From an optimization exercise on the open Yosys and OpenROAD flow, aimed at small area; shortcuts taken in it are not production practice. Function was checked by simulation only, so behaviour that the tests miss may differ from the original. The clock cells of runs 3 to 7 come from the design's own scripts or RTL, not from TritonCTS. The clock port is modelled as an ideal driver, which makes a skipped or thinned clock tree look cheaper than it is; a real chip needs a root buffer or a tree. Power figures rest on the tool's default switching activity, not on a simulated workload.

==> design/flow/flow/run.sh <==
#!/bin/bash
# Own layout flow: the standard synthesis, then the combinational logic between the
# (unchanged) flip-flops is re-optimised for area with ABC, proven equivalent to the standard
# netlist with a SAT miter, and the standard ORFS flow continues from that netlist.
set -euo pipefail
W=$PWD
F=$W/flow
PLAT=${FLOW_PLATFORM:-sky130hd}
TOP=${FLOW_TOP:-stop_watch}
R=$W/orfs/results/$PLAT/stop_watch/base
LIB=$FLOW_HOME/platforms/$PLAT/lib/sky130_fd_sc_hd__tt_025C_1v80.lib

bash standard.sh synth > $W/log_1_standard_synth.log 2>&1

cp $R/1_2_yosys.v $W/std_netlist.v
python3 $F/unmap.py $LIB $W/std_netlist.v $W/std_unmapped.v > $W/log_2_unmap.log 2>&1

DU=$(sed -n '/DONT_USE_CELLS/,/^$/p' $FLOW_HOME/platforms/$PLAT/config.mk | tr -d '\\' \
     | grep -o 'sky130_fd_sc_hd__[a-z0-9_]*' | sed 's/^/-dont_use /' | tr '\n' ' ')
SCRIPT=${REOPT_SCRIPT:-'+strash;&get,-n;&deepsyn,-T,60;&dch,-f;&nf,-R,1000;&put'}
cat > $W/reopt.ys <<EOT
read_liberty -lib $LIB
read_verilog $W/std_unmapped.v
hierarchy -top $TOP
opt -purge
techmap
opt -fast -purge
abc -liberty $LIB $DU -script $SCRIPT
opt_clean -purge
hilomap -singleton -hicell sky130_fd_sc_hd__conb_1 HI -locell sky130_fd_sc_hd__conb_1 LO
insbuf -buf sky130_fd_sc_hd__buf_4 A X
splitnets
opt_clean -purge
stat -liberty $LIB
write_verilog -noattr -nohex -nodec $W/reopt_netlist.v
EOT
ok=0
if yosys -s $W/reopt.ys > $W/log_3_reopt.log 2>&1; then
  # prove the new logic equal to the standard netlist's, flip-flops cut
  python3 $F/unmap.py $LIB $W/reopt_netlist.v $W/reopt_unmapped.v >> $W/log_2_unmap.log 2>&1
  python3 $F/cut.py $W/std_unmapped.v $W/cut_gold.v $TOP
  python3 $F/cut.py $W/reopt_unmapped.v $W/cut_gate.v $TOP
  cat > $W/equiv.ys <<EOT
read_verilog $W/cut_gold.v
rename $TOP gold
read_verilog $W/cut_gate.v
rename $TOP gate
proc
opt_clean
miter -equiv -flatten -make_assert -ignore_gold_x gold gate miter
hierarchy -top miter
sat -verify -prove-asserts miter
EOT
  if yosys -s $W/equiv.ys > $W/log_4_equiv.log 2>&1 && grep -q "SUCCESS" $W/log_4_equiv.log; then
    ok=1
  fi
fi
if [[ $ok == 1 ]]; then
  echo "using re-optimised netlist" | tee $W/log_5_choice.log
  cp $W/reopt_netlist.v $R/1_2_yosys.v
  rm -f $R/1_synth.odb $R/1_synth.sdc
else
  echo "re-optimisation failed or not proven; using the standard netlist" | tee $W/log_5_choice.log
fi

bash standard.sh finish "BUFFER_PORTS_ARGS=-buffer_cell sky130_fd_sc_hd__buf_1" > $W/log_6_standard_finish.log 2>&1
==> design/flow/flow/unmap.py <==
#!/usr/bin/env python3
"""Replace each combinational standard-cell instance in a flat Yosys netlist by
assign statements of its liberty function; sequential cells are kept."""
import re, sys
lib, src, dst = sys.argv[1:4]
funcs = {}   # cell -> {outpin: expr}
cur = None; pin = None; seq = set()
for line in open(lib):
    m = re.match(r'\s*cell\s*\(\s*"?(\w+)"?\s*\)', line)
    if m: cur = m.group(1); funcs[cur] = {}; continue
    if cur is None: continue
    if re.match(r'\s*(ff|latch|statetable)\s*\(', line): seq.add(cur)
    m = re.match(r'\s*pin\s*\(\s*"?(\w+)"?\s*\)', line)
    if m: pin = m.group(1); continue
    m = re.match(r'\s*function\s*:\s*"([^"]*)"', line)
    if m and pin: funcs[cur][pin] = m.group(1)
text = open(src).read()
out = []
inst_re = re.compile(r'^\s*(sky130_fd_sc_hd__\w+)\s+(\S+)\s*\((.*?)\);', re.S | re.M)
pos = 0; n = 0
for m in inst_re.finditer(text):
    cell, name, body = m.groups()
    if cell in seq or cell not in funcs or not funcs[cell]:
        continue
    conns = dict(re.findall(r'\.(\w+)\(([^()]*)\)', body))
    assigns = []
    for op, f in funcs[cell].items():
        if op not in conns or conns[op].strip() == '': continue
        e = f.replace('!', '~')
        e = re.sub(r'\b([A-Za-z_]\w*)\b', lambda k: '(' + conns[k.group(1)].strip() + ' )', e)
        assigns.append('  assign %s = %s;' % (conns[op].strip() + ' ', e))
    out.append((m.start(), m.end(), '\n'.join(assigns)))
    n += 1
res = []; last = 0
for s, e, rep in out:
    res.append(text[last:s]); res.append(rep); last = e
res.append(text[last:])
open(dst, 'w').write(''.join(res))
print('unmapped', n, 'cells', file=sys.stderr)
==> design/flow/config.mk <==
export PLATFORM = sky130hd
export DESIGN_NAME = stop_watch
export DESIGN_NICKNAME = stop_watch
export VERILOG_FILES = /design/flow/design.v
export SDC_FILE = /design/flow/constraint.sdc
export NUM_CORES = 4
export LEC_CHECK = 0
export CAP_MARGIN = 20
export CORE_MARGIN = 2
export CORE_UTILIZATION = 40
export CTS_BUF_LIST = sky130_fd_sc_hd__clkbuf_4 sky130_fd_sc_hd__clkbuf_8
export CTS_CLUSTER_DIAMETER = 200
export CTS_CLUSTER_SIZE = 40
export SLEW_MARGIN = 20
==> design/flow/flow/cut.py <==
#!/usr/bin/env python3
"""Turn a flat netlist of unmapped logic (unmap.py output) into a purely combinational module:
each flip-flop instance becomes a primary input (its Q) and a primary output (its D pins),
so two versions of the logic can be compared by a SAT miter."""
import re, sys, hashlib
src, dst, top = sys.argv[1:4]
text = open(src).read()
inst_re = re.compile(r'^\s*(sky130_fd_sc_hd__\w+)\s+(\S+)\s*\((.*?)\);', re.S | re.M)
ins, outs, assigns = [], [], []
k = 0
def rep(m):
    global k
    cell, name, body = m.groups()
    conns = re.findall(r'\.(\w+)\(([^()]*)\)', body)
    lines = []
    for pin, net in conns:
        net = net.strip()
        if net == '': continue
        port = 'cut_' + hashlib.md5((name + '.' + pin).encode()).hexdigest()[:16]
        if pin in ('Q', 'Q_N'):
            ins.append(port); lines.append('  assign %s = %s;' % (net + ' ', port))
        elif pin == 'CLK':
            continue
        else:
            outs.append(port); lines.append('  assign %s = %s;' % (port, net + ' '))
    return '\n'.join(lines)
text = inst_re.sub(rep, text)
# add the cut ports to the module header
m = re.search(r'module\s+%s\s*\(' % re.escape(top), text)
extra = ''.join(' %s,' % x for x in ins + outs)
text = text[:m.end()] + extra + text[m.end():]
decl = ''.join('  input %s;\n' % x for x in ins) + ''.join('  output %s;\n' % x for x in outs)
semi = text.index(';', m.end())
text = text[:semi + 1] + '\n' + decl + text[semi + 1:]
open(dst, 'w').write(text)
==> design/flow/constraint.sdc <==
create_clock -name core_clock -period 6.0 [get_ports {clk}]
set_input_delay 1.2000 -clock core_clock [delete_from_list [all_inputs] [get_ports {clk}]]
set_output_delay 1.2000 -clock core_clock [all_outputs]
set_load 0.01 [all_outputs]
==> design/flow/standard.sh <==
#!/bin/bash
# synth_recipe.tcl (not shown) runs the flow's synth.tcl, then flattens the netlist and writes it again
# the make line also repeats each setting of config.mk as NAME=value (left out here)
make -C /OpenROAD-flow-scripts/flow DESIGN_CONFIG=/design/flow/config.mk WORK_HOME=/design/flow/orfs CLKGATE_MAP_FILE= SYNTH_SCRIPT=/design/flow/synth_recipe.tcl "${@:-finish}"
==> design/flow/design.v <==
`timescale 1ns / 1ps
module stop_watch(clk, pause, rst, adj, select, anode, cathode);
    input clk, pause, rst, adj, select;
    output [3:0] anode;
    output [6:0] cathode;
    reg [5:0] p;
    reg h;
    reg [5:0] r;
    reg [2:0] c2;
    reg started;
    reg s2, s1, paused;
    reg [1:0] pend;
    reg mask;
    reg [2:0] st, mt;
    reg [3:0] su, mu;
    wire pw   = (p == 6'b001001);    
    wire t400 = pw & ~h;
    wire r0   = (r == 6'd0);
    wire post = t400 & r0 & started;   
    wire [1:0] idx = {r[1] ^ c2[0], r[0]};    
    wire s_top = (st[2] & st[1]) | (st[2] & st[0] & su[3] & su[0]);
    wire m_top = (mt[2] & mt[1]) | (mt[2] & mt[0] & mu[3] & mu[0]);
    wire [3:0] su1 = {(su[3] & ~su[0]) | (su[2] & su[1] & su[0]), su[2] ^ (su[1] & su[0]), ~su[3] & (su[1] ^ su[0]), ~su[0]};
    wire [3:0] mu1 = {(mu[3] & ~mu[0]) | (mu[2] & mu[1] & mu[0]), mu[2] ^ (mu[1] & mu[0]), ~mu[3] & (mu[1] ^ mu[0]), ~mu[0]};
    wire [3:0] su2 = {su[2] & su[1], su[2] ^ su[1], ~su[3] & ~su[1], su[0]};
    wire [3:0] mu2 = {mu[2] & mu[1], mu[2] ^ mu[1], ~mu[3] & ~mu[1], mu[0]};
    wire [2:0] st1 = {st[2] ^ (st[1] & st[0]), st[1] ^ st[0], ~st[0]};
    wire [2:0] mt1 = {mt[2] ^ (mt[1] & mt[0]), mt[1] ^ mt[0], ~mt[0]};
    always @(posedge clk) begin
        if (rst) begin
            p <= 6'd0; h <= 1'b0; r <= 6'd0; c2 <= 3'd0; started <= 1'b0;
            s2 <= 1'b0; paused <= 1'b0; mask <= 1'b1;
            st <= 3'd0; su <= 4'd0; mt <= 3'd0; mu <= 4'd0;
        end else begin
            p <= pw ? 6'd0 : {p[4:0], ~(p[5] ^ p[4])};
            if (pw) h <= ~h;
            if (t400) begin
                started <= 1'b1;
                if (r == 6'd49) begin r <= 6'd0; c2 <= c2 + 3'd1; end
                else r <= r + 6'd1;
                s2 <= pause;
                if (s2 & ~s1) paused <= ~paused;
                mask <= adj & ~c2[0] & (select == idx[1]);
            end
            if (post & ~paused) begin
                case (pend)
                2'd1: begin  
                    if (s_top) begin
                        if (m_top) begin st <= 3'd5; su <= 4'd9; mt <= 3'd5; mu <= 4'd9; end
                        else begin
                            st <= 3'd0; su <= 4'd0;
                            mu <= mu1;
                            if (mu[3] & mu[0]) mt <= mt1;
                        end
                    end else begin
                        su <= su1;
                        if (su[3] & su[0]) st <= st1;
                    end
                end
                2'd3: begin  
                    if (s_top) begin st <= 3'd0; su <= 4'd0; end
                    else begin su <= su2; if (su[3]) st <= st1; end
                end
                2'd2: begin  
                    if (m_top) begin mt <= 3'd0; mu <= 4'd0; end
                    else begin mu <= mu2; if (mu[3]) mt <= mt1; end
                end
                default: ;
                endcase
            end
        end
        if (t400) s1 <= s2;
        if (pw) pend <= (adj & c2[1:0] == 2'b10) ? {1'b1, select} :
                        (~adj & c2 == 3'b100) ? 2'd1 : 2'd0;
    end
    wire [1:0] shown = idx - 2'd1;
    reg [3:0] dig;
    always @(*) begin
        case (shown)
        2'd0: dig = {1'b0, mt};
        2'd1: dig = mu;
        2'd2: dig = {1'b0, st};
        default: dig = su;
        endcase
    end
    reg [6:0] seg;
    always @(*) begin
        case (dig)
        4'd0: seg = 7'b1000000;
        4'd1: seg = 7'b1111001;
        4'd2: seg = 7'b0100100;
        4'd3: seg = 7'b0110000;
        4'd4: seg = 7'b0011001;
        4'd5: seg = 7'b0010010;
        4'd6: seg = 7'b0000010;
        4'd7: seg = 7'b1111000;
        4'd8: seg = 7'b0000000;
        4'd9: seg = 7'b0010000;
        default: seg = 7'bxxxxxxx;
        endcase
    end
    assign anode = started ? ~(4'b1000 >> shown) : 4'b1111;
    assign cathode = mask ? 7'b1111111 : seg;
endmodule
==> results.txt, run 1 <==
Max Cap Violations=0; Hold Buf Count CTS=0; top fanout value on the critical path=7; Root Buffer=clkbuf_8; Die Ht=68.4 um; VDD IR max=about 0.00017 V; first-pass GRT wire length=roughly 5.9 mm; arrival time worst endpoint=between 2000 and 3000 ps; core area=roughly 0.004 mm^2; Final setup viols=0; CTS clk-pin slew, worst paths=~80 ps; CTS sink cnt=37; IO Count=16; Final period util=0.641; Vias/cell=about 5.4; Worst-Skew Late Latency=just under 300 ps; crit start category=register; Synth Instances=200; Worst Tran Pin Value=around 540 ps; syn nets=approximately 200; Crit Path Category=register to output port; fraction of layout instances using a drive strength above 1=0.0444; DRT iter0 DRCs=just under 90; final wirelength=3.56 mm; Synth Warn #=1; DP Wirelength=around 2.6 mm; multi-input logic area=approximately 860 um^2; setup_tns=0 ps; CTS buffer count=5; Crit. End Element=output port; DIE WIDTH=68.4 um; status=no timing/DRC/antenna violations; Vias=1484; DRT Pass-1 Iters=4; fmax=260 MHz; GPL Wtd Cong=between 0.7 and 0.8; GRT Util Overall=0.172; initial antenna violation count=0; final hold slack=approximately 470 ps; initial core utilization=0.415; post-synth design cell area=0.00166 mm^2; worst slew margin relative to its limit=0.636; Tmin final=around 3800 ps; Port Buffers=15; DRC errors left=0; Reg area=slightly below 800 um^2; # rows=23; Diodes inserted=0; Filler Cell Count=~410; Worst Hold Class=register to register; Post CTS Setup Buffer Count=0; total congestion overflow=0; final-report hold violation count=0; RSZ-0062 raised after global routing=no; NumNets Final=229; synthesized area per cell=slightly above 8 um^2; largest net degree at the start of global routing=20; Layout Skew=5.96 ps; synthesis-to-layout area growth=15.0%; CTS H-Tree Depth=2; CTS resizes=0; CTS tree=yes; Leak=0.679 nW; vias in the first global route=roughly 1400; power density over cell area=256 mW/mm^2; Data required, critical path=~4800 ps; Final ANT Viol Nets=0; CTS max path bufs=2; die footprint=0.00468 mm^2; fin. max-slew vios=0; wire length per cell=around 13 um
[per-layer routing]
layer | track usage | share of wire | vias to the layer above
li1 | - | - | 780
met4 | 0.0725 | 0.015 | 0
met2 | 0.279 | 0.47 | 23
met5 | 0 | 0 | -
met1 | 0.210 | 0.47 | 676
met3 | 0.0510 | 0.038 | 5
[final timing paths]
kind | cells past startpoint | endpoint | slack, ps | startpoint
max reg2reg | 13 | mu[0]$_SDFFE_PP0P_ | 3090 | p[4]$_SDFF_PP0_
min reg2reg | 1 | p[4]$_SDFF_PP0_ | 470 | p[3]$_SDFF_PP0_
min | 1 | p[4]$_SDFF_PP0_ | 470 | p[3]$_SDFF_PP0_
max | 11 | cathode[1] | 2160 | r[1]$_SDFFE_PP0N_
[cell usage in the layout, fill, tap and decap left out, types with 3 or more instances in the layout]
master and n:
and2_0 5, a21o_1 3, nor4_1 3, dfxtp_1 34, buf_1 15, and3_1 6, nor2_1 30, edfxtp_1 3
o21a_1 4, a21oi_1 21, clkbuf_8 5, nand2_1 16, o22ai_1 9, xor2_1 4, nor3_1 10, nor2b_1 6
nand2b_1 3, a31oi_1 3, clkinv_1 7, nand3_1 5, o21ai_0 7
[metrics by stage]
stage / total power (W) / setup slack (ps) / utilization / area, um^2 / instances
detailed placement: 0.000276 / 2470 / 0.449 / 1790 / 267
floorplan: 0.000269 / 2500 / - / 1660 / 200
finish: 0.000489 / 2160 / 0.477 / 1910 / 275
global route: 0.000508 / 1900 / 0.477 / 1910 / 275
global placement: 0.000276 / 2550 / 0.449 / 1790 / 267
CTS: 0.000497 / 2130 / 0.477 / 1910 / 275
[final cells by class]
cell class,instances,share of cell area
clock inverters,3,0.0242
repair buffers,17,0.0374
multi-input cells,156,0.452
flip-flops and latches,37,0.404
well taps,50,0.0328
clock buffers,5,0.0360
inverters,7,0.0138
[state kept, by name (all words and copies together), names as in the netlist, named ones only]
signal   flops
p            6
r            6
mu           4
c2           3
mt           3
st           3
su           3
pend         2
h            1
mask         1
paused       1
s1           1
s2           1
started      1
[critical path, cell delays in order (launching register included)]
cell and delay [ps]:
dfxtp_1 460, xor2_1 300, nand2b_1 150, o22ai_1 160, nor2_1 80, a221oi_1 240
o21ai_0 180, o31ai_1 280, a31o_1 160, clkinv_1 60, a21o_1 160, buf_1 120
[power breakdown]
part	switching, W	total [W]	internal, W
logic	0.00000988	0.0000163	0.00000644
clock network	0.0000944	0.000219	0.000124
registers	0.00000272	0.000254	0.000251
==> run 2: changes to the inputs <==
--- a/design/flow/config.mk
+++ b/design/flow/config.mk
@@ -9,6 +9,3 @@
 export CORE_MARGIN = 2
 export CORE_UTILIZATION = 40
-export CTS_BUF_LIST = sky130_fd_sc_hd__clkbuf_4 sky130_fd_sc_hd__clkbuf_8
-export CTS_CLUSTER_DIAMETER = 200
-export CTS_CLUSTER_SIZE = 40
 export SLEW_MARGIN = 20
==> run 2 against run 1 <==
  * Still clean
  * Power is the same
  * Flip-flop and latch count is the same
  * Clock power is essentially flat
  * Routed wire length is the same
  * First-iteration DRC count is the same
  * Combinational power is essentially flat
  * Via count is the same
  * Highest routed layer unchanged
==> results.txt, run 2 <==
status=no timing/DRC/antenna violations; Post-DP Area=0.00179 mm^2 (unchanged); DRT Pass-1 Iters=4 (unchanged); Data required, critical path=4800 ps (about the same); Crit. End Element=output port; worst path bufs/invs=2 (unchanged); synthesized area per cell=8.30 um^2 (unchanged); Synth Warn #=1 (unchanged); NumNets Final=229 (unchanged); setup_tns=0 ps (unchanged); Total Power=0.000489 W (unchanged); CTS max path bufs=2 (unchanged); final wirelength=3.56 mm (unchanged); Cell Chain, Critical Path=xor2_1, nand2b_1, o22ai_1, nor2_1, a221oi_1, o21ai_0, o31ai_1, a31o_1, clkinv_1, a21o_1, buf_1; Final period util=0.641 (unchanged); CTS buffer count=5 (unchanged); DRT iter0 DRCs=89 (unchanged); Worst Hold Class=register to register; CTS H-Tree Depth=2 (unchanged); Final ANT Viol Nets=0 (unchanged); Worst Tran Pin Value=542 ps (unchanged); Port Buffers=15 (unchanged); Root Buffer=clkbuf_8; CTS sink cnt=37 (unchanged); IO Count=16 (unchanged); Tmin final=3840 ps (unchanged); Synth Instances=200 (unchanged); Hold Buf Count CTS=0 (unchanged); DIE WIDTH=68.4 um (unchanged); RSZ-0062 raised after global routing=no; Layout Skew=5.96 ps (unchanged); worst slew margin relative to its limit=0.636 (unchanged); commonest cells after routing, fill and taps aside=dfxtp_1 (34), nor2_1 (30), a21oi_1 (21); Leak=0.679 nW (unchanged); DP Wirelength=2.64 mm (unchanged); Worst-Skew Late Latency=290 ps (about the same); fmax=260 MHz (unchanged); crit start category=register; Crit Path Category=register to output port; syn nets=205 (unchanged); final-report hold violation count=0 (unchanged); power density over cell area=256 mW/mm^2 (unchanged); Max Cap Violations=0 (unchanged); VDD IR max=0.000165 V (unchanged); top fanout value on the critical path=7 (unchanged); first-pass GRT wire length=5.90 mm (unchanged); synthesis-to-layout area growth=15.0% (unchanged); vias in the first global route=1352 (unchanged); initial core utilization=0.415 (unchanged); Die Ht=68.4 um (unchanged); core area=0.00400 mm^2 (unchanged); fin area=0.00191 mm^2 (unchanged); post-synth design cell area=0.00166 mm^2 (unchanged); CP max-delay cell=dfxtp_1; GPL Wtd Cong=0.744 (unchanged); Crit path depth=11 (unchanged); fin. max-slew vios=0 (unchanged); slowest stage delay, CP=460 ps (about the same); total congestion overflow=0 (unchanged); largest net degree at the start of global routing=20 (unchanged); die footprint=0.00468 mm^2 (unchanged); DRC errors left=0 (unchanged); Final setup viols=0 (unchanged); Layout Cells excl Fill=275 (unchanged); GRT Util Overall=0.172 (unchanged); # rows=23 (unchanged); Vias/cell=5.40 (unchanged); CTS tree=yes; CP delay by family, top=compound AO/OA/AOI/OAI gates; initial antenna violation count=0 (unchanged); Vias=1484 (unchanged); wire length per cell=12.9 um (unchanged); Largest regs=p x6, r x6, mu x4; final hold slack=465 ps (unchanged); R2R depth=13 (unchanged); most common cell after layout, fill and taps aside=dfxtp_1; Diodes inserted=0 (unchanged); arrival time worst endpoint=2640 ps (about the same); CTS resizes=0 (unchanged); CTS clk-pin slew, worst paths=80 ps (about the same); Post CTS Setup Buffer Count=0 (unchanged); dpl cells=267 (unchanged); Hold Path Depth=1 (unchanged); fraction of layout instances using a drive strength above 1=0.0444 (unchanged)
run 2: worst paths after layout:
path                          start            endpoint  slack [ps]
setup / recovery  r[1]$_SDFFE_PP0N_          cathode[1]        2160
hold / removal      p[3]$_SDFF_PP0_     p[4]$_SDFF_PP0_         470
setup reg to reg    p[4]$_SDFF_PP0_  mu[0]$_SDFFE_PP0P_        3090
hold reg to reg     p[3]$_SDFF_PP0_     p[4]$_SDFF_PP0_         470
run 2: through the flow:
step	util	setup WS [ps]
floorplan	-	2500
global placement	0.449	2550
detailed placement	0.449	2470
CTS	0.477	2130
global route	0.477	1900
finish	0.477	2160
run 2: worst reg2reg max path: stages (launching register included):
cell	delay (ps)
dfxtp_1	330
nor2_1	110
nand3_1	110
nor4_1	210
buf_4	230
and3_1	180
nand2_1	130
or3_1	450
nor2_1	250
nor2_1	80
or2_0	220
nor2b_1	170
nor2_1	250
nor2_1	80
run 2: layout make-up:
class	count	area (um^2)
clock buffer	5	68.8
clock inverter	3	46.3
sequential	37	771
multi-input combinational	156	863
timing repair buffer	17	71.3
inverter	7	26.3
fill	412	2090
tap	50	62.6
run 2: power breakdown:
part           total [W]  internal (W)  switching [W]
logic          0.0000163    0.00000644     0.00000988
registers       0.000254      0.000251     0.00000272
clock network   0.000219      0.000124      0.0000944
run 2: per-layer routing:
layer	part of all wire	vias to the layer above	global-route usage
met4	0.015	0	0.0725
li1	-	780	-
met3	0.038	5	0.0510
met5	0	-	0
met1	0.47	676	0.210
met2	0.47	23	0.279
==> run 3: changes to the inputs <==
--- a/design/flow/flow/run.sh
+++ b/design/flow/flow/run.sh
@@ -64,3 +64,12 @@
 fi
 
-bash standard.sh finish "BUFFER_PORTS_ARGS=-buffer_cell sky130_fd_sc_hd__buf_1" > $W/log_6_standard_finish.log 2>&1
+PORTBUF="BUFFER_PORTS_ARGS=-buffer_cell sky130_fd_sc_hd__buf_1"
+bash standard.sh place "$PORTBUF" > $W/log_6_standard_place.log 2>&1
+
+# clock tree: the clock port drives three clock buffers, each driving a cluster of flip-flops
+FLOW_HOME=$FLOW_HOME PLAT=$PLAT R=$R CLKPORT=clk CLKBUFS=3 CLKBUF=sky130_fd_sc_hd__clkbuf_8 \
+  openroad -no_init -exit $F/mycts.tcl > $W/log_7_cts.log 2>&1
+cp $R/4_1_cts.odb $R/4_cts.odb
+touch $R/4_cts.sdc
+
+bash standard.sh finish "$PORTBUF" > $W/log_8_standard_finish.log 2>&1
==> design/flow/flow/mycts.tcl (new file) <==
# Clock tree of one buffer: the clock port drives a single clock buffer, placed at the
# centre of the flip-flops, which drives every flip-flop clock pin.
set plat $::env(FLOW_HOME)/platforms/$::env(PLAT)
read_lef $plat/lef/sky130_fd_sc_hd.tlef
read_lef $plat/lef/sky130_fd_sc_hd_merged.lef
read_liberty $plat/lib/sky130_fd_sc_hd__tt_025C_1v80.lib
read_db $::env(R)/3_place.odb
read_sdc $::env(R)/3_place.sdc
source $plat/setRC.tcl
set block [ord::get_db_block]
set clknet [$block findNet $::env(CLKPORT)]
$clknet setSigType CLOCK
set master [[ord::get_db] findMaster $::env(CLKBUF)]
set K $::env(CLKBUFS)
# sinks and their positions
set sinks {}
foreach it [$clknet getITerms] {
  set bb [[$it getInst] getBBox]
  lappend sinks [list $it [expr {([$bb xMin] + [$bb xMax]) / 2.0}] [expr {([$bb yMin] + [$bb yMax]) / 2.0}]]
}
# k-means on the sink positions, started from sinks spread along x
set sorted [lsort -real -index 1 $sinks]
set N [llength $sorted]
set cent {}
for {set k 0} {$k < $K} {incr k} {
  set s [lindex $sorted [expr {int(($k + 0.5) * $N / $K)}]]
  lappend cent [list [lindex $s 1] [lindex $s 2]]
}
for {set iter 0} {$iter < 50} {incr iter} {
  set assign {}
  foreach s $sinks {
    set best 0; set bd 1e30
    for {set k 0} {$k < $K} {incr k} {
      set c [lindex $cent $k]
      set d [expr {abs([lindex $s 1] - [lindex $c 0]) + abs([lindex $s 2] - [lindex $c 1])}]
      if {$d < $bd} { set bd $d; set best $k }
    }
    lappend assign $best
  }
  set newcent {}
  for {set k 0} {$k < $K} {incr k} {
    set sx 0; set sy 0; set n 0
    foreach s $sinks a $assign { if {$a == $k} { set sx [expr {$sx + [lindex $s 1]}]; set sy [expr {$sy + [lindex $s 2]}]; incr n } }
    if {$n > 0} { lappend newcent [list [expr {$sx / $n}] [expr {$sy / $n}]] } else { lappend newcent [lindex $cent $k] }
  }
  set cent $newcent
}
for {set k 0} {$k < $K} {incr k} {
  set buf [odb::dbInst_create $block $master clkbuf_leaf_$k]
  set net [odb::dbNet_create $block clknet_leaf_$k]
  $net setSigType CLOCK
  set n 0
  foreach s $sinks a $assign {
    if {$a == $k} { set it [lindex $s 0]; $it disconnect; $it connect $net; incr n }
  }
  [$buf findITerm A] connect $clknet
  [$buf findITerm X] connect $net
  set c [lindex $cent $k]
  $buf setLocation [expr {int([lindex $c 0])}] [expr {int([lindex $c 1])}]
  $buf setPlacementStatus PLACED
  puts "clock buffer $k drives $n sinks"
}
detailed_placement
set_propagated_clock [all_clocks]
estimate_parasitics -placement
repair_timing -hold -hold_margin 0
detailed_placement
check_placement -verbose
report_checks -path_delay min -format end
report_checks -path_delay max -format end
report_check_types -max_slew -max_capacitance -violators
write_db $::env(R)/4_1_cts.odb
write_sdc -no_timestamp $::env(R)/4_cts.sdc
==> run 3 against run 2 <==
  * Die area did not move
  * Synthesized area did not move
  * Hold slack barely moved
  * Power fell by 23%
  * Clock power fell by 52%
  * Flip-flop and latch count did not move
  * Sequential power barely moved
  * Maximum frequency rose by 4.6%
  * Via count fell by 1.7%
  * Final area fell by 3.9%
==> results.txt, run 3 <==
status=no timing/DRC/antenna violations; setup_tns=0 ps (unchanged); GRT Util Overall=0.154 (-0.0179); synthesized area per cell=8.30 um^2 (unchanged); first-pass GRT wire length=5.71 mm (-3.2%); crit start category=register; Reg2Reg Setup Slack=3090 ps (about the same); wire length per cell=12.8 um (-1.4%); R2R depth=13 (unchanged); Final ANT Viol Nets=0 (unchanged); Cell Chain, Critical Path=xor2_1, nand2b_1, o22ai_1, nor2_1, a221oi_1, o21ai_0, o31ai_1, a31o_1, clkinv_1, a21o_1, buf_1; IO Count=16 (unchanged); Worst-Skew Late Latency=140 ps (-150 ps); largest net degree at the start of global routing=20 (unchanged); Data required, critical path=4800 ps (about the same); fin area=0.00184 mm^2 (-3.9%); synthesis-to-layout area growth=10.6%; top fanout value on the critical path=7 (unchanged); DRC errors left=0 (unchanged); Psw=0.0000716 W (-33%); Worst Hold Class=register to register; R2R Path Start=p[4]$_SDFF_PP0_; DIE WIDTH=68.4 um (unchanged); Diodes inserted=0 (unchanged); combinational fraction of design power=0.043 (+0.010); DRT iter0 DRCs=73 (-18%); Final period util=0.612 (-0.0283); Leak=0.646 nW (-4.8%); die footprint=0.00468 mm^2 (unchanged); VDD IR max=0.000148 V (-10%); NumNets Final=227 (-0.87%); worst setup path end=cathode[1]; final-report hold violation count=0 (unchanged); syn nets=205 (unchanged); Synth Warn #=1 (unchanged); vias in the first global route=1324 (-2.1%); Layout Skew=12.0 ps (+6.03 ps); commonest cells after routing, fill and taps aside=dfxtp_1 (34), nor2_1 (30), a21oi_1 (21); arrival time worst endpoint=2470 ps (-170 ps); RSZ-0062 raised after global routing=no; reg2reg end=mu[0]$_SDFFE_PP0P_; Vias=1459 (-1.7%); Seq pwr share=0.677 (+0.158); worst slew margin relative to its limit=0.632 (-0.00432); # rows=23 (unchanged); fraction of layout instances using a drive strength above 1=0.0227 (-0.0217); Port Buffers=15 (unchanged); Total Power=0.000375 W (-23%); Final setup viols=0 (unchanged); CP max-delay cell=dfxtp_1; P_int=0.000303 W (-21%); initial antenna violation count=0 (unchanged); Vias/cell=5.40 (+0.14%); power density over cell area=204 mW/mm^2 (-20%); Post-DP Area=0.00179 mm^2 (unchanged); final wirelength=3.45 mm (-3.2%); Clock power frac=0.280 (-0.168); Largest regs=p x6, r x6, mu x4; GPL Wtd Cong=0.744 (unchanged); Synth Instances=200 (unchanged); DRT Pass-1 Iters=4 (unchanged); Worst setup startpoint=r[1]$_SDFFE_PP0N_; Worst Tran Pin Value=548 ps (+6.43 ps); post-synth design cell area=0.00166 mm^2 (unchanged); slowest stage delay, CP=460 ps (about the same); total congestion overflow=0 (unchanged); fmax=272 MHz (+4.6%); Max Cap Violations=0 (unchanged); Tmin final=3670 ps (-170 ps); Crit. End Element=output port; fin. max-slew vios=0 (unchanged); most common cell after layout, fill and taps aside=dfxtp_1; Crit Path Category=register to output port; CTS clk-pin slew, worst paths=80 ps (about the same); Sw Share=0.191 (-0.0278); DP Wirelength=2.64 mm (unchanged); core area=0.00400 mm^2 (unchanged); Die Ht=68.4 um (unchanged); initial core utilization=0.415 (unchanged); final hold slack=466 ps (+0.291 ps)
## run 3: layer usage
layer | vias up | global-route usage | routed length, um
li1 | 771 | - | -
met1 | 668 | 0.203 | 1660
met2 | 17 | 0.275 | 1640
met3 | 3 | 0.0164 | 108
met4 | 0 | 0.0200 | 38
met5 | - | 0 | 0
## run 3: worst min path at each step
stage	from	to	slack, ps	cells past startpoint
3_3_place_gp	s2$_SDFFE_PP0N_	s1$_DFFE_PN_	440	0
2_1_floorplan	h$_SDFFE_PP0N_	h$_SDFFE_PP0N_	430	1
6_report	p[3]$_SDFF_PP0_	p[4]$_SDFF_PP0_	470	1
5_1_grt	h$_SDFFE_PP0N_	h$_SDFFE_PP0N_	490	1
3_5_place_dp	s2$_SDFFE_PP0N_	s1$_DFFE_PN_	450	0
## run 3: power by group through the flow
stage	combinational [W]	sequential [W]	clock (W)
after floorplan	0.0000104	0.000259	0
after global placement	0.0000165	0.000260	0
after detailed placement	0.0000165	0.000259	0
after global routing	0.0000184	0.000254	0.000118
final	0.0000163	0.000254	0.000105
## run 3: worst max-delay path: cells and delay by family (launching register included)
kind                      cells  cell delay [ps]
xor gates and xnor gates      1              300
AOI/OAI and AO/OA             6             1150
buffers and inverters         2              180
DFF                           1              460
and+or+nand+nor               2              230
## run 3: layout make-up
type                    instances  area (um^2)
plain buffers                   3         41.3
inverters                       7         26.3
repair buffers                 17         71.3
well taps                      50         62.6
fillers                       421         2160
multi-input cells             156          863
flip-flops and latches         37          771
## run 3: metrics by stage
stage                     setup slack [ps]  utilization  instances
after floorplan                       2500            -        200
after global placement                2550        0.449        267
after detailed placement              2470        0.449        267
after global routing                  2070        0.459        270
final                                 2330        0.459        270
==> run 4: changes to the inputs <==
--- a/design/flow/design.v
+++ b/design/flow/design.v
@@ -16,7 +16,9 @@
     wire pw   = (p == 6'b001001);    
     wire t400 = pw & ~h;
-    wire r0   = (r == 6'd0);
-    wire post = t400 & r0 & started;   
-    wire [1:0] idx = {r[1] ^ c2[0], r[0]};    
+    wire rw   = (r == 6'd49);
+    wire post = t400 & rw & started;   
+    wire [1:0] shown = {r[1] ^ c2[0], r[0]};    
+    wire [1:0] idx = shown + 2'd1;              
+    wire blink = c2[0] ^ rw;                    
     wire s_top = (st[2] & st[1]) | (st[2] & st[0] & su[3] & su[0]);
     wire m_top = (mt[2] & mt[1]) | (mt[2] & mt[0] & mu[3] & mu[0]);
@@ -29,6 +31,6 @@
     always @(posedge clk) begin
         if (rst) begin
-            p <= 6'd0; h <= 1'b0; r <= 6'd0; c2 <= 3'd0; started <= 1'b0;
-            s2 <= 1'b0; paused <= 1'b0; mask <= 1'b1;
+            p <= 6'd0; h <= 1'b0; r <= 6'd49; c2 <= 3'd7; started <= 1'b0;
+            s2 <= 1'b0; paused <= 1'b0;
             st <= 3'd0; su <= 4'd0; mt <= 3'd0; mu <= 4'd0;
         end else begin
@@ -37,9 +39,8 @@
             if (t400) begin
                 started <= 1'b1;
-                if (r == 6'd49) begin r <= 6'd0; c2 <= c2 + 3'd1; end
+                if (rw) begin r <= 6'd0; c2 <= c2 + 3'd1; end
                 else r <= r + 6'd1;
                 s2 <= pause;
                 if (s2 & ~s1) paused <= ~paused;
-                mask <= adj & ~c2[0] & (select == idx[1]);
             end
             if (post & ~paused) begin
@@ -70,9 +71,8 @@
             end
         end
-        if (t400) s1 <= s2;
-        if (pw) pend <= (adj & c2[1:0] == 2'b10) ? {1'b1, select} :
-                        (~adj & c2 == 3'b100) ? 2'd1 : 2'd0;
+        if (t400) begin s1 <= s2; mask <= adj & ~blink & (select == idx[1]); end
+        if (pw) pend <= (adj & c2[1:0] == 2'b01) ? {1'b1, select} :
+                        (~adj & c2 == 3'b011) ? 2'd1 : 2'd0;
     end
-    wire [1:0] shown = idx - 2'd1;
     reg [3:0] dig;
     always @(*) begin
@@ -101,4 +101,4 @@
     end
     assign anode = started ? ~(4'b1000 >> shown) : 4'b1111;
-    assign cathode = mask ? 7'b1111111 : seg;
+    assign cathode = (mask | ~started) ? 7'b1111111 : seg;
 endmodule
==> run 4 against run 3 <==
  * Still clean
  * Critical path depth shrank 1
  * Clock skew grew 18 ps
  * Power rose by 0.99%
  * Routed wire length down 5.1%
  * Global-route usage down 1.2 points
  * Synthesized area shrank 0.38%
  * Core utilization fell by 0.53 points
  * Highest routed layer unchanged
==> results.txt, run 4 <==
Max Cap Violations=0 (unchanged); VDD IR max=0.0000917 V (-38%); Leak=0.625 nW (-3.2%); Filler Cell Count=400 (-5.0%); initial antenna violation count=0 (unchanged); crit start category=register; DRT iter0 DRCs=93 (+27%); Worst Hold Class=register to register; GPL Wtd Cong=0.799 (+7.3%); CTS clk-pin slew, worst paths=90 ps (about the same); worst path bufs/invs=1 (-1); synthesized area per cell=8.89 um^2 (+7.1%); first-pass GRT wire length=5.25 mm (-8.1%); Vias/cell=5.37 (-0.55%); Synth Warn #=1 (unchanged); # rows=23 (unchanged); commonest cells after routing, fill and taps aside=dfxtp_1 (33), nor2_1 (29), nand2_1 (15), a21oi_1 (15), buf_1 (15); Largest regs=p x6, r x6, mu x4; CP delay by family, top=compound AO/OA/AOI/OAI gates; RSZ-0062 raised after global routing=no; Worst Tran Pin Value=892 ps (+344 ps); slowest stage delay, CP=540 ps (+80 ps); Top cell by count, worst path=nor2_1; final wirelength=3.27 mm (-5.1%); fin. max-slew vios=0 (unchanged); Synth Instances=186 (-7.0%); Vias=1365 (-6.4%); vias in the first global route=1118 (-16%); Final ANT Viol Nets=0 (unchanged); DIE WIDTH=68.3 um (-0.18%); GRT Util Overall=0.141 (-0.0124); Tmin final=3680 ps (+2.47 ps); Worst-Skew Late Latency=150 ps (about the same); fraction of layout instances using a drive strength above 1=0.0245 (+0.00178); Final period util=0.613 (about the same); power density over cell area=209 mW/mm^2 (+2.2%); wire length per cell=12.9 um (+0.87%); fmax=272 MHz (about the same); most common cell after layout, fill and taps aside=dfxtp_1; total congestion overflow=0 (unchanged); Final setup viols=0 (unchanged); DRC errors left=0 (unchanged); Layout Skew=30.1 ps (+18.1 ps); Port Buffers=15 (unchanged); multi-input logic area=855 um^2 (-1.0%); die footprint=0.00467 mm^2 (-0.35%); IO Count=16 (unchanged); synthesis-to-layout area growth=9.68%; Reg area=781 um^2 (+1.3%); worst slew margin relative to its limit=0.405 (-0.226); NumNets Final=211 (-7.0%); final-report hold violation count=0 (unchanged); largest net degree at the start of global routing=22 (+10%); CP max-delay cell=dfxtp_1; DP Wirelength=2.54 mm (-3.8%); top fanout value on the critical path=10 (+3); initial core utilization=0.414 (-0.00156); core area=0.00400 mm^2 (unchanged); Die Ht=68.3 um (-0.18%); DRT Pass-1 Iters=4 (unchanged); syn nets=191 (-6.8%); utilization after layout=0.454 (-0.00532); post-synth design cell area=0.00165 mm^2 (-0.38%); setup_tns=0 ps (unchanged); Crit Path Category=register to output port; Cell Chain, Critical Path=xnor2_1, and2_0, a22oi_1, nand2_1, nor2_1, nor2_1, a21boi_0, o32a_1, o21ai_0, buf_1; status=no timing/DRC/antenna violations; Crit. End Element=output port; arrival time worst endpoint=2480 ps (about the same); Data required, critical path=4800 ps (about the same); Diodes inserted=0 (unchanged)
[run 4: cell count changes in the layout (fill, tap and decap cells not counted), sizes merged, moves of 3 or more]
cell    before  now
o22ai        9    0
a21oi       21   15
nor3        10    4
nand3        5    2
xnor2        2    5
nand2b       3    7
[run 4: stage by stage]
| stage | setup WS, ps | instances | hold WS (ps) | power (W) | instance area (um^2) |
|---|---|---|---|---|---|
| after floorplan | 2880 | 186 | 429 | 0.000274 | 1650 |
| after global placement | 2650 | 251 | 438 | 0.000281 | 1770 |
| after detailed placement | 2520 | 251 | 449 | 0.000281 | 1770 |
| after global routing | 2160 | 254 | 483 | 0.000393 | 1810 |
| final | 2320 | 254 | 468 | 0.000379 | 1810 |
[run 4: final cells by class]
class / count / area share
inverters: 5 / 0.0103
plain buffers: 3 / 0.0228
flip-flops and latches: 37 / 0.430
multi-input cells: 144 / 0.471
well taps: 50 / 0.0345
repair buffers: 15 / 0.0310
[run 4: path summary, 6_finish.rpt]
path	cells past startpoint	slack, ps	start	endpoint
worst max-delay path	10	2320	c2[0]$_SDFFE_PP1N_	cathode[3]
worst min-delay path	1	470	p[2]$_SDFF_PP0_	p[3]$_SDFF_PP0_
worst max register to register	11	2540	r[0]$_SDFFE_PP1N_	mt[1]$_SDFFE_PP0P_
worst min register to register	1	470	p[2]$_SDFF_PP0_	p[3]$_SDFF_PP0_
[run 4: per-layer routing]
metal  share of wire  wire, um  GRT usage  up-vias
li1                -         -          -      699
met1            0.47      1530      0.190      628
met2            0.46      1500      0.249       35
met3           0.060       196     0.0181        3
met4           0.012        38     0.0150        0
met5               0         0          0        -
[run 4: report_power, final]
part | internal [W] | switching [W]
registers | 0.000253 | 0.00000391
logic | 0.00000769 | 0.0000108
clock network | 0.0000457 | 0.0000570
total | 0.000307 | 0.0000717
==> run 5: changes to the inputs <==
--- a/design/flow/design.v
+++ b/design/flow/design.v
@@ -8,5 +8,4 @@
     reg [5:0] r;
     reg [2:0] c2;
-    reg started;
     reg s2, s1, paused;
     reg [1:0] pend;
@@ -14,7 +13,8 @@
     reg [2:0] st, mt;
     reg [3:0] su, mu;
-    wire pw   = (p == 6'b001001);    
+    wire pw   = ~p[5] & ~p[3] & ~p[1] & ~p[0];    
     wire t400 = pw & ~h;
-    wire rw   = (r == 6'd49);
+    wire rw   = r[5] & r[4] & r[0];            
+    wire started = ~(r[5] & r[4] & r[1]);     
     wire post = t400 & rw & started;   
     wire [1:0] shown = {r[1] ^ c2[0], r[0]};    
@@ -31,12 +31,11 @@
     always @(posedge clk) begin
         if (rst) begin
-            p <= 6'd0; h <= 1'b0; r <= 6'd49; c2 <= 3'd7; started <= 1'b0;
+            p <= 6'd1; h <= 1'b0; r <= 6'd63; c2 <= 3'd7;
             s2 <= 1'b0; paused <= 1'b0;
             st <= 3'd0; su <= 4'd0; mt <= 3'd0; mu <= 4'd0;
         end else begin
-            p <= pw ? 6'd0 : {p[4:0], ~(p[5] ^ p[4])};
+            p <= pw ? 6'd1 : {p[4:0], p[5] ^ p[0]};
             if (pw) h <= ~h;
             if (t400) begin
-                started <= 1'b1;
                 if (rw) begin r <= 6'd0; c2 <= c2 + 3'd1; end
                 else r <= r + 6'd1;
@@ -71,5 +70,5 @@
             end
         end
-        if (t400) begin s1 <= s2; mask <= adj & ~blink & (select == idx[1]); end
+        if (t400) begin s1 <= s2; mask <= adj & ~blink & (select == (idx[1] & started)); end
         if (pw) pend <= (adj & c2[1:0] == 2'b01) ? {1'b1, select} :
                         (~adj & c2 == 3'b011) ? 2'd1 : 2'd0;
--- a/design/flow/flow/run.sh
+++ b/design/flow/flow/run.sh
@@ -18,6 +18,8 @@
 DU=$(sed -n '/DONT_USE_CELLS/,/^$/p' $FLOW_HOME/platforms/$PLAT/config.mk | tr -d '\\' \
      | grep -o 'sky130_fd_sc_hd__[a-z0-9_]*' | sed 's/^/-dont_use /' | tr '\n' ' ')
-SCRIPT=${REOPT_SCRIPT:-'+strash;&get,-n;&deepsyn,-T,60;&dch,-f;&nf,-R,1000;&put'}
-cat > $W/reopt.ys <<EOT
+# several deepsyn runs with different seeds, in parallel; the smallest proven one is used
+run_reopt() {
+  local S=$1
+  cat > $W/reopt_$S.ys <<EOT
 read_liberty -lib $LIB
 read_verilog $W/std_unmapped.v
@@ -26,5 +28,5 @@
 techmap
 opt -fast -purge
-abc -liberty $LIB $DU -script $SCRIPT
+abc -liberty $LIB $DU -script +strash;&get,-n;&deepsyn,-T,90,-S,$S;&dch,-f;&nf,-R,1000;&put
 opt_clean -purge
 hilomap -singleton -hicell sky130_fd_sc_hd__conb_1 HI -locell sky130_fd_sc_hd__conb_1 LO
@@ -33,16 +35,21 @@
 opt_clean -purge
 stat -liberty $LIB
-write_verilog -noattr -nohex -nodec $W/reopt_netlist.v
+write_verilog -noattr -nohex -nodec $W/reopt_netlist_$S.v
 EOT
+  yosys -s $W/reopt_$S.ys > $W/log_3_reopt_$S.log 2>&1 || true
+}
+for S in 1 2 3 4; do run_reopt $S & done
+wait
+
+python3 $F/cut.py $W/std_unmapped.v $W/cut_gold.v $TOP
 ok=0
-if yosys -s $W/reopt.ys > $W/log_3_reopt.log 2>&1; then
+for S in $(for S in 1 2 3 4; do a=$(grep 'Chip area' $W/log_3_reopt_$S.log | awk '{print $NF}' || true); [[ -n "$a" ]] && echo "$a $S"; done | sort -n | awk '{print $2}'); do
   # prove the new logic equal to the standard netlist's, flip-flops cut
-  python3 $F/unmap.py $LIB $W/reopt_netlist.v $W/reopt_unmapped.v >> $W/log_2_unmap.log 2>&1
-  python3 $F/cut.py $W/std_unmapped.v $W/cut_gold.v $TOP
-  python3 $F/cut.py $W/reopt_unmapped.v $W/cut_gate.v $TOP
-  cat > $W/equiv.ys <<EOT
+  python3 $F/unmap.py $LIB $W/reopt_netlist_$S.v $W/reopt_unmapped_$S.v >> $W/log_2_unmap.log 2>&1
+  python3 $F/cut.py $W/reopt_unmapped_$S.v $W/cut_gate_$S.v $TOP
+  cat > $W/equiv_$S.ys <<EOT
 read_verilog $W/cut_gold.v
 rename $TOP gold
-read_verilog $W/cut_gate.v
+read_verilog $W/cut_gate_$S.v
 rename $TOP gate
 proc
@@ -52,8 +59,10 @@
 sat -verify -prove-asserts miter
 EOT
-  if yosys -s $W/equiv.ys > $W/log_4_equiv.log 2>&1 && grep -q "SUCCESS" $W/log_4_equiv.log; then
-    ok=1
+  if yosys -s $W/equiv_$S.ys > $W/log_4_equiv_$S.log 2>&1 && grep -q "SUCCESS" $W/log_4_equiv_$S.log; then
+    ok=1; cp $W/reopt_netlist_$S.v $W/reopt_netlist.v
+    echo "seed $S chosen" > $W/log_4_equiv.log
+    break
   fi
-fi
+done
 if [[ $ok == 1 ]]; then
   echo "using re-optimised netlist" | tee $W/log_5_choice.log
==> run 5 against run 4 <==
  * Still clean on timing, DRC and antenna
  * Routed wire length decreased by 2.8%
  * Synthesized cell count increased by 1.6%
  * Critical path depth increased by 3
  * Register-to-register slack got worse by 380 ps
  * Power decreased by 0.41%
  * Largest cell class unchanged
  * Highest routed layer unchanged
==> results.txt, run 5 <==
DP Wirelength=2.45 mm (-3.4%); DRT Pass-1 Iters=4 (unchanged); slowest stage delay, CP=730 ps (+190 ps); Vias=1321 (-3.2%); Reg2Reg Setup Slack=2160 ps (-380 ps); worst setup path end=mu[2]$_SDFFE_PP0P_; Crit Path Category=register to register; wire length per cell=12.4 um (-3.9%); post-synth design cell area=0.00161 mm^2 (-2.4%); most common cell after layout, fill and taps aside=dfxtp_1; DRT iter0 DRCs=138 (+48%); Largest regs=p x6, r x6, mu x4; GPL Wtd Cong=0.881 (+10%); Data required, critical path=6030 ps (+1230 ps); top fanout value on the critical path=11 (+1); Worst Tran Pin Value=831 ps (-61.1 ps); Worst Hold Class=register to register; die footprint=0.00456 mm^2 (-2.3%); DRC errors left=0 (unchanged); worst path bufs/invs=0 (-1); Worst setup startpoint=p[1]$_SDFF_PP0_; synthesis-to-layout area growth=9.92%; reg2reg end=mu[2]$_SDFFE_PP0P_; power density over cell area=212 mW/mm^2 (+1.8%); fin. max-slew vios=0 (unchanged); initial core utilization=0.409 (-0.00412); Reg area=761 um^2 (-2.6%); RSZ-0062 raised after global routing=no; VDD IR max=0.000154 V (+68%); final-report hold violation count=0 (unchanged); worst slew margin relative to its limit=0.441 (+0.0356); R2R Path Start=p[1]$_SDFF_PP0_; syn nets=194 (+1.6%); IO Count=16 (unchanged); Final ANT Viol Nets=0 (unchanged); commonest cells after routing, fill and taps aside=dfxtp_1 (32), nand2_1 (26), nor2_1 (19); total congestion overflow=0 (unchanged); DIE WIDTH=67.5 um (-1.1%); final wirelength=3.18 mm (-2.8%); Layout Skew=35.3 ps (+5.21 ps); Leak=0.631 nW (+0.84%); # rows=23 (unchanged); Synth Warn #=1 (unchanged); vias in the first global route=1139 (+1.9%); multi-input logic area=842 um^2 (-1.5%); status=no timing/DRC/antenna violations; Filler Cell Count=400 (unchanged); R2R depth=13 (+2); Final setup viols=0 (unchanged); Post-DP Area=0.00173 mm^2 (-2.3%); Vias/cell=5.14 (-4.4%); Crit path depth=13 (+3); NumNets Final=214 (+1.4%); Tmin final=3840 ps (+161 ps); Synth Instances=189 (+1.6%); Cell Chain, Critical Path=nor4_1, nor2b_1, nand4_1, nor3_1, nand2_1, nor2_1, and3b_1, nor2b_1, nand2_1, o21ai_0, and2_0, a21oi_1, o21a_1; crit start category=register; largest net degree at the start of global routing=19 (-14%); fmax=261 MHz (-4.2%); Die Ht=67.5 um (-1.1%); fin area=0.00177 mm^2 (-2.2%); Final period util=0.640 (+0.0268); arrival time worst endpoint=3870 ps (+1390 ps); setup_tns=0 ps (unchanged); CTS clk-pin slew, worst paths=100 ps (about the same); Diodes inserted=0 (unchanged); GRT Util Overall=0.143 (+0.00183); Max Cap Violations=0 (unchanged); synthesized area per cell=8.54 um^2 (-4.0%); Layout Cells excl Fill=257 (+1.2%); CP max-delay cell=nor4_1; Crit. End Element=register; dpl cells=254 (+1.2%); Worst-Skew Late Latency=160 ps (about the same); core area=0.00394 mm^2 (-1.4%); Port Buffers=15 (unchanged); first-pass GRT wire length=5.23 mm (-0.38%); fraction of layout instances using a drive strength above 1=0.0145 (-0.0100); initial antenna violation count=0 (unchanged); CP delay by family, top=simple AND/OR/NAND/NOR gates
run 5: layout make-up:
type                       instances  area share
buffer                             3      0.0233
inverter                           3     0.00635
multi-input combinational        150       0.475
sequential                        36       0.429
tap                               50      0.0353
timing repair buffer              15      0.0317
run 5: through the flow:
| step | util | setup WS, ps | hold slack (ps) | power, W |
|---|---|---|---|---|
| floorplan | - | 2630 | 407 | 0.000271 |
| global placement | 0.440 | 2330 | 410 | 0.000279 |
| detailed placement | 0.440 | 2260 | 414 | 0.000279 |
| global route | 0.450 | 1720 | 479 | 0.000392 |
| finish | 0.450 | 2160 | 443 | 0.000377 |
run 5: how the worst min path moves through the flow:
stage               slack (ps)              end             from  cells past startpoint
finish                     440  p[5]$_SDFF_PP0_  p[4]$_SDFF_PP0_                      1
global route               480  p[3]$_SDFF_PP0_  p[2]$_SDFF_PP0_                      1
detailed placement         410  p[3]$_SDFF_PP0_  p[2]$_SDFF_PP0_                      1
global placement           410  p[5]$_SDFF_PP0_  p[4]$_SDFF_PP0_                      1
floorplan                  410  p[3]$_SDFF_PP0_  p[2]$_SDFF_PP0_                      1
run 5: power by group:
group	total, W	internal [W]	leakage [nW]	switching, W
sequential	0.000251	0.000247	0.301	0.00000427
combinational	0.0000228	0.00000889	0.308	0.0000139
clock	0.000103	0.0000457	0.0216	0.0000575
total	0.000377	0.000301	0.631	0.0000756
run 5: metal layers:
metal | global-route usage | vias up | wire [um] | part of all wire
met2 | 0.225 | 29 | 1320 | 0.41
li1 | - | 714 | - | -
met1 | 0.216 | 574 | 1650 | 0.52
met4 | 0.0255 | 0 | 60 | 0.019
met5 | 0 | - | 0 | 0
met3 | 0.0100 | 4 | 149 | 0.047
==> run 6: changes to the inputs <==
--- a/design/flow/design.v
+++ b/design/flow/design.v
@@ -16,5 +16,5 @@
     wire t400 = pw & ~h;
     wire rw   = r[5] & r[4] & r[0];            
-    wire started = ~(r[5] & r[4] & r[1]);     
+    wire started = ~(r[5] & r[4] & r[2]);     
     wire post = t400 & rw & started;   
     wire [1:0] shown = {r[1] ^ c2[0], r[0]};    
@@ -31,5 +31,5 @@
     always @(posedge clk) begin
         if (rst) begin
-            p <= 6'd1; h <= 1'b0; r <= 6'd63; c2 <= 3'd7;
+            p <= 6'd1; h <= 1'b0; r <= 6'd53; c2 <= 3'd7;
             s2 <= 1'b0; paused <= 1'b0;
             st <= 3'd0; su <= 4'd0; mt <= 3'd0; mu <= 4'd0;
@@ -70,5 +70,5 @@
             end
         end
-        if (t400) begin s1 <= s2; mask <= adj & ~blink & (select == (idx[1] & started)); end
+        if (t400) begin s1 <= s2; mask <= adj & ~blink & (select == idx[1]); end
         if (pw) pend <= (adj & c2[1:0] == 2'b01) ? {1'b1, select} :
                         (~adj & c2 == 3'b011) ? 2'd1 : 2'd0;
--- a/design/flow/flow/run.sh
+++ b/design/flow/flow/run.sh
@@ -28,5 +28,5 @@
 techmap
 opt -fast -purge
-abc -liberty $LIB $DU -script +strash;&get,-n;&deepsyn,-T,90,-S,$S;&dch,-f;&nf,-R,1000;&put
+abc -liberty $LIB $DU -script +strash;&get,-n;&deepsyn,-J,2000,-T,240,-S,$S;&dch,-f;&nf,-R,1000;&put
 opt_clean -purge
 hilomap -singleton -hicell sky130_fd_sc_hd__conb_1 HI -locell sky130_fd_sc_hd__conb_1 LO
==> run 6 against run 5 <==
  * Still clean
  * Sequential share of layout area down 0.18 points
  * Critical path depth down 4
  * Routed wire length up 5.9%
  * Critical path type is now register to output port
  * Sequential power about the same
==> results.txt, run 6 <==
status=no timing/DRC/antenna violations; initial antenna violation count=0 (unchanged); synthesis-to-layout area growth=10.4%; DRC errors left=0 (unchanged); Tmin final=4010 ps (+173 ps); DRT iter0 DRCs=120 (-13%); die footprint=0.00456 mm^2 (unchanged); Die Ht=67.5 um (unchanged); fmax=249 MHz (-4.3%); dpl cells=253 (-0.39%); Port Buffers=15 (unchanged); most common cell after layout, fill and taps aside=dfxtp_1; Crit Path Category=register to output port; fin. max-slew vios=0 (unchanged); IO Count=16 (unchanged); post-synth design cell area=0.00161 mm^2 (unchanged); VDD IR max=0.000139 V (-10%); worst slew margin relative to its limit=0.433 (-0.00825); DRT Pass-1 Iters=4 (unchanged); Largest regs=p x6, r x6, mu x4; final-report hold violation count=0 (unchanged); arrival time worst endpoint=2810 ps (-1060 ps); wire length per cell=13.2 um (+6.4%); Synth Warn #=1 (unchanged); GRT Util Overall=0.153 (+0.00972); Diodes inserted=0 (unchanged); syn nets=192 (-1.0%); fraction of layout instances using a drive strength above 1=0.0194 (+0.00492); largest net degree at the start of global routing=20 (+1); Crit. End Element=output port; Leak=0.639 nW (+1.4%); Max Cap Violations=0 (unchanged); NumNets Final=213 (-0.47%); setup_tns=0 ps (unchanged); Worst-Skew Late Latency=150 ps (about the same); first-pass GRT wire length=5.47 mm (+4.6%); Worst Tran Pin Value=843 ps (+12.3 ps); final wirelength=3.37 mm (+5.9%); Vias=1385 (+4.8%); Final period util=0.668 (+0.0289); Worst Hold Class=register to register; RSZ-0062 raised after global routing=no; Final setup viols=0 (unchanged); Layout Skew=24.9 ps (-10.4 ps); DP Wirelength=2.54 mm (+3.7%); core area=0.00394 mm^2 (unchanged); total congestion overflow=0 (unchanged); CTS clk-pin slew, worst paths=100 ps (about the same); Vias/cell=5.41 (+5.3%); power density over cell area=214 mW/mm^2 (+0.72%); synthesized area per cell=8.63 um^2 (+1.1%); initial core utilization=0.409 (unchanged); Layout Cells excl Fill=256 (-0.39%); vias in the first global route=1163 (+2.1%); # rows=23 (unchanged); GPL Wtd Cong=0.837 (-5.0%); Final ANT Viol Nets=0 (unchanged); top fanout value on the critical path=7 (-4); crit start category=register; commonest cells after routing, fill and taps aside=dfxtp_1 (32), nor2_1 (22), nand2_1 (18); Synth Instances=187 (-1.1%); DIE WIDTH=67.5 um (unchanged); Data required, critical path=4800 ps (-1230 ps)
## run 6: per-stage QoR
stage / hold WS, ps / utilization / setup slack (ps) / power, W / cell area [um^2]
global route: 460 / 0.452 / 1600 / 0.000398 / 1780
global placement: 414 / 0.441 / 2170 / 0.000280 / 1740
finish: 434 / 0.452 / 1990 / 0.000381 / 1780
detailed placement: 425 / 0.441 / 2150 / 0.000280 / 1740
floorplan: 407 / - / 2430 / 0.000271 / 1610
## run 6: worst max-delay path, cell delays in order (launching register included)
cell and delay [ps]:
dfxtp_1 490, xor2_1 350, nor3_1 80, nor4_1 650
a21oi_1 140, o21ai_0 230, nand2_1 110, a21oi_1 240
a21boi_0 200, buf_1 170
## run 6: area by class of cell
cell class / count / area, um^2
multi-input cells: 147 / 838
fillers: 390 / 2160
plain buffers: 3 / 41.3
flip-flops and latches: 36 / 761
inverters: 4 / 15.0
repair buffers: 16 / 63.8
well taps: 50 / 62.6
## run 6: final timing paths
path	from	to	slack [ps]	cells past startpoint
max	c2[0]$_SDFFE_PP1N_	cathode[0]	1990	9
min	p[4]$_SDFF_PP0_	p[5]$_SDFF_PP0_	430	1
max reg2reg	p[0]$_SDFF_PP1_	mt[1]$_SDFFE_PP0P_	2440	13
min reg2reg	p[4]$_SDFF_PP0_	p[5]$_SDFF_PP0_	430	1
## run 6: where the power goes
group / switching, W / internal (W)
Combinational: 0.0000138 / 0.00000913
Clock: 0.0000614 / 0.0000459
Sequential: 0.00000445 / 0.000247
Total: 0.0000796 / 0.000302
## run 6: metal layers
metal  wire [um]  vias up  share of wire  global-route usage
met1        1660      637           0.49               0.227
li1            -      714              -                   -
met2        1520       31           0.45               0.246
met5           0        -              0                   0
met4          40        0          0.012              0.0153
met3         146        3          0.043              0.0167
==> run 7: changes to the inputs <==
--- a/design/flow/flow/run.sh
+++ b/design/flow/flow/run.sh
@@ -41,8 +41,10 @@
 for S in 1 2 3 4; do run_reopt $S & done
 wait
+for S in 5 6 7 8; do run_reopt $S & done
+wait
 
 python3 $F/cut.py $W/std_unmapped.v $W/cut_gold.v $TOP
 ok=0
-for S in $(for S in 1 2 3 4; do a=$(grep 'Chip area' $W/log_3_reopt_$S.log | awk '{print $NF}' || true); [[ -n "$a" ]] && echo "$a $S"; done | sort -n | awk '{print $2}'); do
+for S in $(for S in 1 2 3 4 5 6 7 8; do a=$(grep 'Chip area' $W/log_3_reopt_$S.log | awk '{print $NF}' || true); [[ -n "$a" ]] && echo "$a $S"; done | sort -n | awk '{print $2}'); do
   # prove the new logic equal to the standard netlist's, flip-flops cut
   python3 $F/unmap.py $LIB $W/reopt_netlist_$S.v $W/reopt_unmapped_$S.v >> $W/log_2_unmap.log 2>&1
==> run 7 against run 6 <==
  * Core utilization shrank 0.38 points
  * Synthesized area is 0.47% lower
  * Critical path depth is 3 higher
  * Clock power fell by 4%
==> results.txt, run 7 <==
worst slew margin relative to its limit=0.459 (+0.0261); arrival time worst endpoint=3990 ps (+1180 ps); status=no timing/DRC/antenna violations; synthesized area per cell=8.55 um^2 (-0.99%); Crit Path Category=register to register; top fanout value on the critical path=9 (+2); Largest regs=p x6, r x6, mu x4; syn nets=193 (+0.52%); core area=0.00394 mm^2 (unchanged); fmax=253 MHz (+1.7%); setup_tns=0 ps (unchanged); gr busiest metal=met2; DIE WIDTH=67.4 um (-0.21%); Final period util=0.657 (-0.0109); initial antenna violation count=0 (unchanged); CP max-delay cell=nor4_1; Total Power=0.000373 W (-2.1%); Final setup viols=0 (unchanged); GR Layer Usage met2=0.233 (-0.0137); Cell Chain, Critical Path=nor4_1, nor2b_1, nand4_1, nor3_1, and2_0, nand2_1, nor3_1, nand2_1, nand2_1, and3_1, nor2_1, a211oi_1; VDD IR max=0.000128 V (-8.1%); Vias=1337 (-3.5%); first-pass GRT wire length=5.40 mm (-1.3%); Diodes inserted=0 (unchanged); fin. max-slew vios=0 (unchanged); multi-input logic area=842 um^2 (+0.45%); Port Buffers=15 (unchanged); RSZ-0062 raised after global routing=no; CTS clk-pin slew, worst paths=70 ps (-30 ps); Final ANT Viol Nets=0 (unchanged); crit start category=register; # rows=23 (unchanged); Filler Cell Count=388 (-0.51%); final hold slack=428 ps (-6.72 ps); die footprint=0.00454 mm^2 (-0.43%); Max Cap Violations=0 (unchanged); Tmin final=3940 ps (-65.4 ps); post-synth design cell area=0.00161 mm^2 (-0.47%); vias in the first global route=1209 (+4.0%); final wirelength=3.17 mm (-6.0%); DRC errors left=0 (unchanged); commonest cells after routing, fill and taps aside=dfxtp_1 (32), nor2_1 (26), nand2_1 (21); GPL Wtd Cong=0.815 (-2.6%); Worst-Skew Late Latency=150 ps (about the same); fraction of layout instances using a drive strength above 1=0.0146 (-0.00485); largest net degree at the start of global routing=16 (-20%); Crit. End Element=register; grt met3 use=0.0150 (-0.00167); power density over cell area=211 mW/mm^2 (-1.2%); Top cell by count, worst path=nand2_1; Data required, critical path=6040 ps (+1240 ps); Vias/cell=5.22 (-3.5%); wire length per cell=12.4 um (-6.0%); Leak=0.630 nW (-1.4%); Worst Hold Class=register to register; IO Count=16 (unchanged); synthesis-to-layout area growth=9.97%; met1 usage=0.226 (-0.000939); Worst Tran Pin Value=804 ps (-38.8 ps); Layout Cells excl Fill=256 (unchanged); slowest stage delay, CP=720 ps (+70 ps); NumNets Final=213 (unchanged); dpl cells=253 (unchanged); total congestion overflow=0 (unchanged); DP Wirelength=2.42 mm (-4.6%); GRT Util Overall=0.148 (-0.00470); most common cell after layout, fill and taps aside=dfxtp_1; initial core utilization=0.407 (-0.00190); Die Ht=67.4 um (-0.21%); DRT Pass-1 Iters=4 (unchanged); Layout Skew=24.7 ps (-0.193 ps); Reg area=761 um^2 (unchanged); DRT iter0 DRCs=92 (-23%); Synth Instances=188 (+0.53%); Synth Warn #=1 (unchanged); final-report hold violation count=0 (unchanged)
==> run 7: path summary, 6_finish.rpt <==
path | cells past startpoint | slack [ps] | startpoint | endpoint
worst max-delay path | 12 | 2060 | p[0]$_SDFF_PP1_ | mt[1]$_SDFFE_PP0P_
worst min-delay path | 1 | 430 | p[4]$_SDFF_PP0_ | p[5]$_SDFF_PP0_
worst max register to register | 12 | 2060 | p[0]$_SDFF_PP1_ | mt[1]$_SDFFE_PP0P_
worst min register to register | 1 | 430 | p[4]$_SDFF_PP0_ | p[5]$_SDFF_PP0_
==> run 7: metal layers <==
layer,wire (um),up-vias
met2,1330,23
li1,-,722
met3,134,2
met1,1670,590
met5,0,-
met4,30,0
==> run 7: cell type report <==
type,instances,area share
Multi-Input combinational cell,151,0.477
Timing Repair Buffer,15,0.0319
Buffer,3,0.0234
Sequential cell,36,0.431
Tap cell,50,0.0354
Inverter,1,0.00212
==> run 7: stage by stage <==
step | cell area (um^2) | setup slack, ps | utilization
2_1_floorplan | 1610 | 2590 | -
3_5_place_dp | 1730 | 2090 | 0.438
3_3_place_gp | 1730 | 2230 | 0.438
6_report | 1770 | 2060 | 0.448
5_1_grt | 1770 | 1450 | 0.448
==> run 7: power by group <==
part	switching [W]	internal [W]	total (W)
Sequential	0.00000400	0.000246	0.000250
Clock	0.0000571	0.0000457	0.000103
Combinational	0.0000126	0.00000769	0.0000203
==> run 7: worst max-delay path: cells and delay by family (launching register included) <==
family / cells / cell delay, ps
flip-flops: 1 / 330
AND/OR/NAND/NOR: 11 / 3370
AO/OA/AOI/OAI: 1 / 160

==> port drivers added, routing unchanged <==
Ports are ideal in the flow. The routed layouts listed here were re-timed in OpenROAD. Step 1: set_driving_cell puts a clkbuf_16 on clk and a buf_2 on each other input, an assumption about the parent block. Step 2 also shifts input and output timing later by t, the mid clock arrival at the registers, as if the neighbouring blocks saw the same clock. a / b / c = ideal / step 1 / step 2; a / b = the first two.
run	t (ns)	slack for setup (ns)	clock arrival spread, ns	worst register clock-pin slew, ns
run 1	0.316	2.156 / 2.130 / 2.446	0.006 / 0.006	0.08 / 0.08
run 2	0.316	2.156 / 2.130 / 2.446	0.006 / 0.006	0.08 / 0.08
run 3	0.186	2.326 / 2.278 / 2.464	0.012 / 0.012	0.08 / 0.08
run 4	0.184	2.324 / 2.276 / 2.461	0.030 / 0.031	0.09 / 0.09
run 5	0.189	2.163 / 2.163 / 2.163	0.036 / 0.035	0.10 / 0.10
run 6	0.189	1.990 / 1.942 / 2.130	0.025 / 0.025	0.10 / 0.10
run 7	0.186	2.055 / 2.055 / 2.055	0.025 / 0.025	0.09 / 0.09
After both steps every run listed still meets setup and hold.
